This is an optimization exercise on Yosys and OpenROAD, whose aim is small area, not a production implementation.
Function was checked by simulation only, so behaviour that the tests miss may differ from the original.
Power and IR drop assume default switching activity.

== run A ==
Design three_phase_shape, start of the top module:
module three_phase_shape(
    clk, rst, omega, phaseA, phaseB, phaseC, phaseAx, phaseBx, phaseCx, pwmA, pwmB, pwmC, countA, countB, countC);
Size in the first run: roughly 75 I/O pins, ~12000 um^2 of cells after synthesis.
Settings: LEC_CHECK=0, ABC_AREA=1, CAP_MARGIN=20, CORE_MARGIN=2, CORE_UTILIZATION=40, CTS_BUF_LIST=sky130_fd_sc_hd__clkbuf_4, CTS_CLUSTER_DIAMETER=60, CTS_CLUSTER_SIZE=10, SLEW_MARGIN=20; clock period 10.0 ns.
standard.sh (not shown) runs the stock make flow with config.mk's settings and CLKGATE_MAP_FILE= SYNTH_SCRIPT=/design/flow/synth_recipe.tcl, a recipe that flattens the netlist after the stock synthesis.
==> flow/flow/run.sh <==
#!/bin/bash
# Standard layout, but with the smallest buffer on the ports.
set -euo pipefail
export BUFFER_PORTS_ARGS="-buffer_cell sky130_fd_sc_hd__buf_1"
bash standard.sh synth > synth.log 2>&1
bash standard.sh > layout.log 2>&1
#### Input delta (run B over run A)
Settings: ABC_AREA no longer set, was 1; CTS_CLUSTER_SIZE now 12, was 10; CTS_CLUSTER_DIAMETER now 40, was 60.
==> flow/flow/run.sh <==
#!/bin/bash
# Standard synthesis, then the combinational logic between the registers
# (and the adder cells) re-mapped by ABC for area, then the standard layout
# with the smallest buffer on the ports.  Registers, adder cells and their
# names are kept as the standard synthesis made them.
set -euo pipefail
export BUFFER_PORTS_ARGS="-buffer_cell sky130_fd_sc_hd__buf_1"
bash standard.sh synth > synth.log 2>&1

R=orfs/results/${FLOW_PLATFORM}/three_phase_shape/base
LIB=$FLOW_HOME/platforms/sky130hd/lib/sky130_fd_sc_hd__tt_025C_1v80.lib
YOSYS=$FLOW_HOME/../tools/install/yosys/bin/yosys
[[ -x $YOSYS ]] || YOSYS=yosys
DU=$(sed -n '/DONT_USE_CELLS/,/^$/p' $FLOW_HOME/platforms/sky130hd/config.mk | grep -o "sky130_fd_sc_hd__[a-z0-9_]*" | sed 's/^/-dont_use /' | tr '\n' ' ')
cp $R/1_2_yosys.v std_synth.v
cat > reopt.ys <<EOS
read_liberty -ignore_miss_func $LIB
blackbox sky130_fd_sc_hd__dfxtp_1 sky130_fd_sc_hd__fa_1 sky130_fd_sc_hd__ha_1 sky130_fd_sc_hd__conb_1
read_verilog std_synth.v
hierarchy -top $FLOW_TOP
flatten
opt_clean -purge
abc -liberty $LIB $DU -script +strash;&get,-n;&dch,-f;&nf,-R,1000;&put;
opt_clean -purge
insbuf -buf sky130_fd_sc_hd__buf_1 A X
hilomap -singleton -hicell sky130_fd_sc_hd__conb_1 HI -locell sky130_fd_sc_hd__conb_1 LO
opt_clean -purge
tee -o reopt_stat.txt stat -liberty $LIB $FLOW_TOP
write_verilog -noattr -noexpr -nohex -nodec -selected reopt.v
EOS
$YOSYS -s reopt.ys > reopt.log 2>&1
cp reopt.v $R/1_2_yosys.v
rm -f $R/1_synth.odb $R/1_synth.sdc
bash standard.sh > layout.log 2>&1
Notes after the runs:
- Run B ends up with higher routed wire length per instance than run A does.
- Cmp run B and run A / switching component of the power / lower: run B
- Run comparison: run B endpoint of the worst setup timing path i2.g[4]; run A endpoint of the worst setup timing path i1.g[2]
- Comparing total combinational power for run B and run A, the bigger number came from run A.
- Diff run A -> run B | portion of the layout cell area used by clock cells | increase of 3.2 points
- Changes observed in run B relative to run A: fmax shows an increase of about 0.8%; measured slew at the worst slew-check pin went up by 0.15 ns.
- Routed via count divided by cell count, run B vs run A: up by a few percent
- In run B relative to run A, internal portion of total power had gone up by more than 10%.
- Shortest period the worst path allows: run B and run A compared, lower one is run B
- Looking at final setup slack of the worst path, run B sits 0.074 ns above run A.
Setup changes, run B to run C
Settings: a change of CTS_CLUSTER_SIZE from 12 to 10; a change of CTS_CLUSTER_DIAMETER from 40 to 60.
diff --git a/flow/flow/run.sh b/flow/flow/run.sh
--- a/flow/flow/run.sh
+++ b/flow/flow/run.sh
@@ -3 +3 @@
-# (and the adder cells) re-mapped by ABC for area, then the standard layout
+# (and the half adders) re-mapped by ABC for area, then the standard layout
@@ -18 +18 @@
-blackbox sky130_fd_sc_hd__dfxtp_1 sky130_fd_sc_hd__fa_1 sky130_fd_sc_hd__ha_1 sky130_fd_sc_hd__conb_1
+blackbox sky130_fd_sc_hd__dfxtp_1 sky130_fd_sc_hd__fa_1 sky130_fd_sc_hd__conb_1
==> run notes <==
The maximum frequency of run C was superior to that of run B. H-tree depth, run C and run B, higher one = run B. Comparing run C with run B, the synthesized cell count came out essentially unchanged. Looking at DRC marker count from the first detailed-route iteration across both flows, run C is the stronger of the two, with run B trailing. Delta (run C minus run B): number of diodes went up, portion of the clock cycle consumed by the worst path in the final layout went down, vias per cell did not really move, post-synth net total went down. Time the worst path needs with I/O delays and setup was lower in the run labelled run C.
Here is what was changed in the inputs of run D compared with run C.
==> flow/flow/run.sh <==
#!/bin/bash
# Standard layout, but with the smallest buffer on the ports.
set -euo pipefail
export BUFFER_PORTS_ARGS="-buffer_cell sky130_fd_sc_hd__buf_1"
bash standard.sh synth > synth.log 2>&1
bash standard.sh > layout.log 2>&1
### Flow results
- Against run C, run D reports a post-layout total power that is lower.
- In run D, the worst reg-to-reg setup slack came out 0.07 ns above the value in run C.
- Of run D and run C, it is run D that has the lower count of inserted antenna diode cells.
- Between run C and run D, proportion of power drawn by flip-flops and latches is higher for run C, run D comes in under that.
- Diff run C -> run D | placed instance count | increase of 18
- Looking at cell area across both flows, run D is the weaker of the two, with run C ahead.
- Per the comparison of run D with run C, worst hold slack across all endpoints went down; wire length reported by the detailed router went up; overall global routing resource usage went down.
- The lower synthesized cell count of run C and run D is in run C.

afterwards: timing with drivers on the ports:
How much do the figures lean on ideal ports? The routed layouts below were timed once more, with nothing changed but the port constraints. Step 1 (the two cells are an assumption about what drives the block):
set clk [get_ports {clk}]
set_driving_cell -lib_cell sky130_fd_sc_hd__clkbuf_16 $clk
set_driving_cell -lib_cell sky130_fd_sc_hd__buf_2 [delete_from_list [all_inputs] $clk]
Step 2 adds t to the input delays and takes it off the output delays; t is the mean of the earliest and latest rising clock arrival at the registers after step 1. Input paths then give back, and output paths get back, about the clock's delay inside the block. Three values: ideal ports, drivers, drivers and shift; two values: the first two.
run | t (ns) | setup WS [ns] | clock arrival spread, ns
run A | 0.695 | 0.626 / 0.635 / -0.060 | 0.032 / 0.032
run B | 0.655 | 0.700 / 0.684 / 0.029 | 0.061 / 0.060
run C | 0.694 | 0.797 / 0.778 / 0.084 | 0.023 / 0.024
run D | 0.697 | 0.768 / 0.744 / 0.047 | 0.059 / 0.059
With both steps, setup timing fails in run A, where it was met with ideal ports. For run D, which loses most, drivers alone change the setup slack by -0.024 ns; drivers and shift together by -0.721 ns.
